This design comes from an exercise in tuning for small area and a short achievable clock period on the open sky130 flow, not from production work.
At most, simulation tests tie the RTL to the original design; equivalence was not proved.
No activity file was given, so power comes from the tool's default toggle rates. The clock port is modelled as an ideal driver; clocking choices that lean on that would not hold on a real chip.

Design bist, start of the top module:
module bist #(
    parameter size   = 6,
    parameter length = 8
) (
    input  logic             clk,
    input  logic             rst,
    input  logic             start,
    input  logic             csin,
    input  logic             rwbarin,
    input  logic             opr,
    input  logic [size-1:0]  address,
    input  logic [length-1:0] datain,
    output logic [length-1:0] dataout,
    output logic              fail
);
==> flow/config.mk <==
export PLATFORM = sky130hd
export DESIGN_NAME = bist
export DESIGN_NICKNAME = bist
export VERILOG_FILES = /design/flow/design.v
export SDC_FILE = /design/flow/constraint.sdc
export NUM_CORES = 4
export LEC_CHECK = 0
export CAP_MARGIN = 20
export CORE_MARGIN = 2
export CORE_UTILIZATION = 40
export CTS_BUF_LIST = sky130_fd_sc_hd__clkbuf_4 sky130_fd_sc_hd__clkbuf_8
export SETUP_SLACK_MARGIN = 2.5
export SLEW_MARGIN = 20
export SYNTH_HIERARCHICAL = 1
==> flow/constraint.sdc <==
create_clock -name core_clock -period 5.5 [get_ports {clk}]
set_input_delay 1.1000 -clock core_clock [delete_from_list [all_inputs] [get_ports {clk}]]
set_output_delay 1.1000 -clock core_clock [all_outputs]
set_load 0.01 [all_outputs]
run.sh (not shown) runs the stock make flow with config.mk's settings and CLKGATE_MAP_FILE= SYNTH_SCRIPT=/design/flow/synth_recipe.tcl, a recipe that flattens the netlist after the stock synthesis.
Rerun with:
- CTS_BUF_LIST: sky130_fd_sc_hd__clkbuf_4 sky130_fd_sc_hd__clkbuf_8 -> unset
- SETUP_SLACK_MARGIN: 2.5 -> 1.5
Result: The changed run passed the timing, DRC and antenna checks; routed wire length shrinks by 5.8%; setup slack loses 650 ps; utilization shrinks by 2.3 points; die area stays the same; total power grows by about 0.6%.
Function was not checked in any run of this note: the RTL went through the layout flow alone.

* * *

The RTL this note starts from:
==> flow/design.v <==
module mux2i_gate (
    input  logic s,
    input  logic a0,
    input  logic a1,
    output logic y
);
    assign y = ~(s ? a1 : a0);
endmodule
module predecoder (
    input  logic       test,
    input  logic [5:0] k,          
    input  logic [5:0] address,
    input  logic       en,
    output logic [7:0] lo_n,       
    output logic [7:0] hi_n        
);
    logic [5:0] a, a_n;
    for (genvar i = 0; i < 6; i++) begin : g_a
        mux2i_gate m (.s(test), .a0(address[i]), .a1(k[i]), .y(a_n[i]));
        inv_gate   n (.a(a_n[i]), .y(a[i]));
    end
    for (genvar i = 0; i < 8; i++) begin : g_l
        nand3_gate l (
            .a(i[0] ? a[0] : a_n[0]),
            .b(i[1] ? a[1] : a_n[1]),
            .c(i[2] ? a[2] : a_n[2]),
            .y(lo_n[i])
        );
        nand4_gate h (
            .a(en),
            .b(i[0] ? a[3] : a_n[3]),
            .c(i[1] ? a[4] : a_n[4]),
            .d(i[2] ? a[5] : a_n[5]),
            .y(hi_n[i])
        );
    end
endmodule
module rdwr (
    input  logic test,
    input  logic k6,
    input  logic csin,
    input  logic rwbarin,
    output logic rd,
    output logic wr,
    output logic wrt_n,    
    output logic wrn_n,    
    output logic idle_n    
);
    assign rd   = test ? k6 : (csin & rwbarin);
    assign wrt_n  = ~(test & ~k6);
    assign wrn_n  = ~(~test & csin & ~rwbarin);
    assign wr   = test ? ~k6 : (csin & ~rwbarin);
    assign idle_n = test | csin;
endmodule
module pattern (
    input  logic [2:0] k,
    output logic [7:0] pat,
    output logic [7:0] pat_n
);
    assign pat_n = ~pat;
    always_comb begin
        case (k)
            3'd0: pat = 8'hAA;
            3'd1: pat = 8'h55;
            3'd2: pat = 8'hF0;
            3'd3: pat = 8'h0F;
            3'd4: pat = 8'h00;
            3'd5: pat = 8'hFF;
            3'd6: pat = 8'hCC;
            default: pat = 8'h33;
        endcase
    end
endmodule
module dinmux (
    input  logic       test,
    input  logic [7:0] pat,
    input  logic [7:0] datain,
    output logic [7:0] din_n
);
    for (genvar b = 0; b < 8; b++) begin : g_b
        mux2i_gate m (.s(test), .a0(datain[b]), .a1(pat[b]), .y(din_n[b]));
    end
endmodule
module decoder (
    input  logic        test,
    input  logic [6:0]  k,         
    input  logic        csin,
    input  logic        rwbarin,
    input  logic [5:0]  address,
    output logic        wrt_n,     
    output logic        wrn_n,     
    output logic        idle_n,    
    output logic [63:0] rsel_n,    
    output logic [63:0] we         
);
    logic       rd, wr;
    logic [7:0] lor_n, low_n, hir_n, hiw_n, lor, hir;
    rdwr rw (.test(test), .k6(k[6]), .csin(csin), .rwbarin(rwbarin),
             .rd(rd), .wr(wr), .wrt_n(wrt_n), .wrn_n(wrn_n), .idle_n(idle_n));
    predecoder pr (.test(test), .k(k[5:0]), .address(address), .en(rd),
                   .lo_n(lor_n), .hi_n(hir_n));
    predecoder pw (.test(test), .k(k[5:0]), .address(address), .en(wr),
                   .lo_n(low_n), .hi_n(hiw_n));
    for (genvar i = 0; i < 8; i++) begin : g_i
        inv_gate u_l (.a(lor_n[i]), .y(lor[i]));
        inv_gate u_h (.a(hir_n[i]), .y(hir[i]));
    end
    for (genvar w = 0; w < 64; w++) begin : g_w
        nand2_gate u_r (.a(hir[w / 8]), .b(lor[w % 8]), .y(rsel_n[w]));
        nor2_gate u_w (.a(hiw_n[w / 8]), .b(low_n[w % 8]), .y(we[w]));
    end
endmodule
module nand4_gate (
    input  logic a, b, c, d,
    output logic y
);
    assign y = ~(a & b & c & d);
endmodule
module nand3_gate (
    input  logic a, b, c,
    output logic y
);
    assign y = ~(a & b & c);
endmodule
module nand2_gate (
    input  logic a, b,
    output logic y
);
    assign y = ~(a & b);
endmodule
module nor2_gate (
    input  logic a,
    input  logic b,
    output logic y
);
    assign y = ~(a | b);
endmodule
module oai22_gate (
    input  logic a1, a2, b1, b2,
    output logic y
);
    assign y = ~((a1 | a2) & (b1 | b2));
endmodule
module inv_gate (
    input  logic a,
    output logic y
);
    assign y = ~a;
endmodule
module multiplexer (
    input  logic [63:0] d_n,       
    input  logic [63:0] rsel_n,
    input  logic        pat_n,
    input  logic        wrt_n,
    input  logic        datain_n,
    input  logic        wrn_n,
    input  logic        q_n,       
    input  logic        idle_n,
    output logic        out
);
    logic [66:0] s_n, v_n;
    assign s_n = {idle_n, wrn_n, wrt_n, rsel_n};
    assign v_n = {q_n, datain_n, pat_n, d_n};
    logic [33:0] t;      
    for (genvar i = 0; i < 33; i++) begin : g_t
        oai22_gate u (
            .a1(s_n[2*i]),   .a2(v_n[2*i]),
            .b1(s_n[2*i+1]), .b2(v_n[2*i+1]),
            .y(t[i])
        );
    end
    nor2_gate g_t33 (.a(s_n[66]), .b(v_n[66]), .y(t[33]));
    logic [16:0] x_n;    
    for (genvar i = 0; i < 17; i++) begin : g_x
        nor2_gate g (.a(t[2*i]), .b(t[2*i+1]), .y(x_n[i]));
    end
    logic [4:0] u;       
    for (genvar i = 0; i < 3; i++) begin : g_u
        nand4_gate g (.a(x_n[4*i]), .b(x_n[4*i+1]), .c(x_n[4*i+2]), .d(x_n[4*i+3]), .y(u[i]));
    end
    nand3_gate g_u3 (.a(x_n[12]), .b(x_n[13]), .c(x_n[14]), .y(u[3]));
    nand2_gate g_u4 (.a(x_n[15]), .b(x_n[16]), .y(u[4]));
    logic [2:0] y_n;     
    nor2_gate g_y0 (.a(u[0]), .b(u[1]), .y(y_n[0]));
    nor2_gate g_y1 (.a(u[2]), .b(u[3]), .y(y_n[1]));
    inv_gate  g_y2 (.a(u[4]), .y(y_n[2]));
    nand3_gate g_out (.a(y_n[0]), .b(y_n[1]), .c(y_n[2]), .y(out));
endmodule
module dout_gate (
    input  logic t,
    input  logic n,
    input  logic csin,
    input  logic rwbarin,
    output logic y
);
    assign y = t | (n & csin & rwbarin);
endmodule
module bist #(
    parameter size   = 6,
    parameter length = 8
) (
    input  logic             clk,
    input  logic             rst,
    input  logic             start,
    input  logic             csin,
    input  logic             rwbarin,
    input  logic             opr,
    input  logic [size-1:0]  address,
    input  logic [length-1:0] datain,
    output logic [length-1:0] dataout,
    output logic              fail
);
    logic       test;
    logic [9:0] k;
    always_ff @(posedge clk) begin
        if (rst)
            test <= 1'b0;
        else if (!test)
            test <= start;
        else if (&k)
            test <= 1'b0;
        k <= test ? k + 10'd1 : 10'd0;
    end
    logic [7:0] pat, pat_n;
    pattern pgen (.k(k[9:7]), .pat(pat), .pat_n(pat_n));
    logic        wrt_n, wrn_n, idle_n;
    logic [63:0] rsel_n, we;
    logic [7:0]  din_n;
    decoder dec (
        .test    (test),
        .k       (k[6:0]),
        .csin    (csin),
        .rwbarin (rwbarin),
        .address (address),
        .wrt_n   (wrt_n),
        .wrn_n   (wrn_n),
        .idle_n  (idle_n),
        .rsel_n  (rsel_n),
        .we      (we)
    );
    dinmux dmux (.test(test), .pat(pat), .datain(datain), .din_n(din_n));
    logic [7:0] mem_n [0:63];
    always_ff @(posedge clk)
        for (int w = 0; w < 64; w++)
            if (we[w])
                mem_n[w] <= din_n;
    logic [7:0] datain_n, rdata, rdata_n, rdata_nx;
    assign rdata_n = ~rdata;
    for (genvar b = 0; b < 8; b++) begin : g_rd
        logic [63:0] col_n;
        for (genvar w = 0; w < 64; w++) begin : g_w
            assign col_n[w] = mem_n[w][b];
        end
        inv_gate ui (.a(datain[b]), .y(datain_n[b]));
        multiplexer mux (
            .d_n      (col_n),
            .rsel_n   (rsel_n),
            .pat_n    (pat_n[b]),
            .wrt_n    (wrt_n),
            .datain_n (datain_n[b]),
            .wrn_n    (wrn_n),
            .q_n      (rdata_n[b]),
            .idle_n   (idle_n),
            .out      (rdata_nx[b])
        );
    end
    always_ff @(posedge clk)
        rdata <= rdata_nx;
    logic [7:0] rdata_t, rdata_i;
    assign rdata_t = rdata & {8{test & k[6]}};
    assign rdata_i = rdata & {8{~test}};
    for (genvar b = 0; b < 8; b++) begin : g_out
        dout_gate u (.t(rdata_t[b]), .n(rdata_i[b]), .csin(csin), .rwbarin(rwbarin),
                     .y(dataout[b]));
    end
    always_ff @(posedge clk)
        fail <= test && k[6] && opr && (rdata != pat);
endmodule
clock: 5.5 ns
lec_check: 0
cap_margin: 20
core_margin: 2
core_utilization: 40
setup_slack_margin: 2.9
slew_margin: 20
synth_hierarchical: 1
standard.sh (not shown) runs the stock make flow with config.mk's settings and CLKGATE_MAP_FILE= SYNTH_SCRIPT=/design/flow/synth_recipe.tcl, a recipe that flattens the netlist after the stock synthesis.
==> flow/flow/run.sh <==
#!/bin/bash
# The standard layout (standard.sh), with plain buffers on the ports instead of
# the delay cells buffer_ports picks by default, and no dummy clock loads in CTS.
set -euo pipefail
export BUFFER_PORTS_ARGS="-buffer_cell sky130_fd_sc_hd__buf_2"
export CTS_ARGS="-sink_clustering_enable -repair_clock_nets -sink_clustering_size 30 -sink_clustering_max_diameter 100 -dont_use_dummy_load"
bash standard.sh > standard.log 2>&1
The first run finished clean.
Next try:
Settings changed: CORE_UTILIZATION 40 to 50, PLACE_DENSITY set to 0.65, SETUP_SLACK_MARGIN 2.9 to 3.0, TNS_END_PERCENT set to 10.
Result:
- The changed run ran to the end with no violations
- power hardly moves
- combinational power goes down by about 2%
- via count goes up by 2.7%
- worst setup slack gains 0.0096 ns
Next try:
Settings changed: SETUP_SLACK_MARGIN 3.0 to 2.9, TNS_END_PERCENT 10 to not set.
What happened:
- The new run finished with timing, DRC and antenna clean
- via count is lower by 2.1%
- flip-flop and latch count stays the same
- fmax is higher by 2.5%
- area after synthesis stays the same
- die area is unchanged
Next try:
--- a/flow/flow/run.sh
+++ b/flow/flow/run.sh
@@ -6,0 +7 @@
+export RECOVER_POWER=100
After rerunning: The changed run reached the layout checks and failed them: max-capacitance violations, max-slew violations; wire length grows by 0.30%; final area drops by 2.2%; first-iteration DRC count came out higher by 3.4%; clock power barely changes; area after synthesis does not change; setup slack degrades by 1.1 ns.

[separate check: timing with driven ports]
The flow's constraints put no driver on any port. The routed layouts listed below were extracted and timed again, unchanged, in two steps. Step 1: set_driving_cell puts a clkbuf_16 on clk and a buf_2 on each other input, an assumption about the parent block. Step 2 times the ports against the registers' clock, not the clock port: input delays grow and output delays shrink by t, the midpoint of the rising clock arrivals with the driver on. a / b / c = ideal ports / drivers / drivers and shift; a / b = the first two.
run | t, ns | setup slack, ns | worst data-port slew with drivers (ns)
the first run of note 1 | 0.699 | 2.176 / 2.189 / 1.490 | 0.05
the second run of note 1 | 0.646 | 1.531 / 1.556 / 0.910 | 0.04
the first run of note 2 | 0.608 | 2.736 / 2.721 / 2.120 | 0.14
the second run of note 2 | 0.601 | 2.745 / 2.762 / 2.171 | 0.05
the third run of note 2 | 0.598 | 2.812 / 2.764 / 2.282 | 0.05
the fourth run of note 2 | 0.599 | 1.686 / 1.686 / 1.686 | 0.05
For the first run of note 1, which loses most, drivers alone change the setup slack by +0.013 ns; drivers and shift together by -0.686 ns.
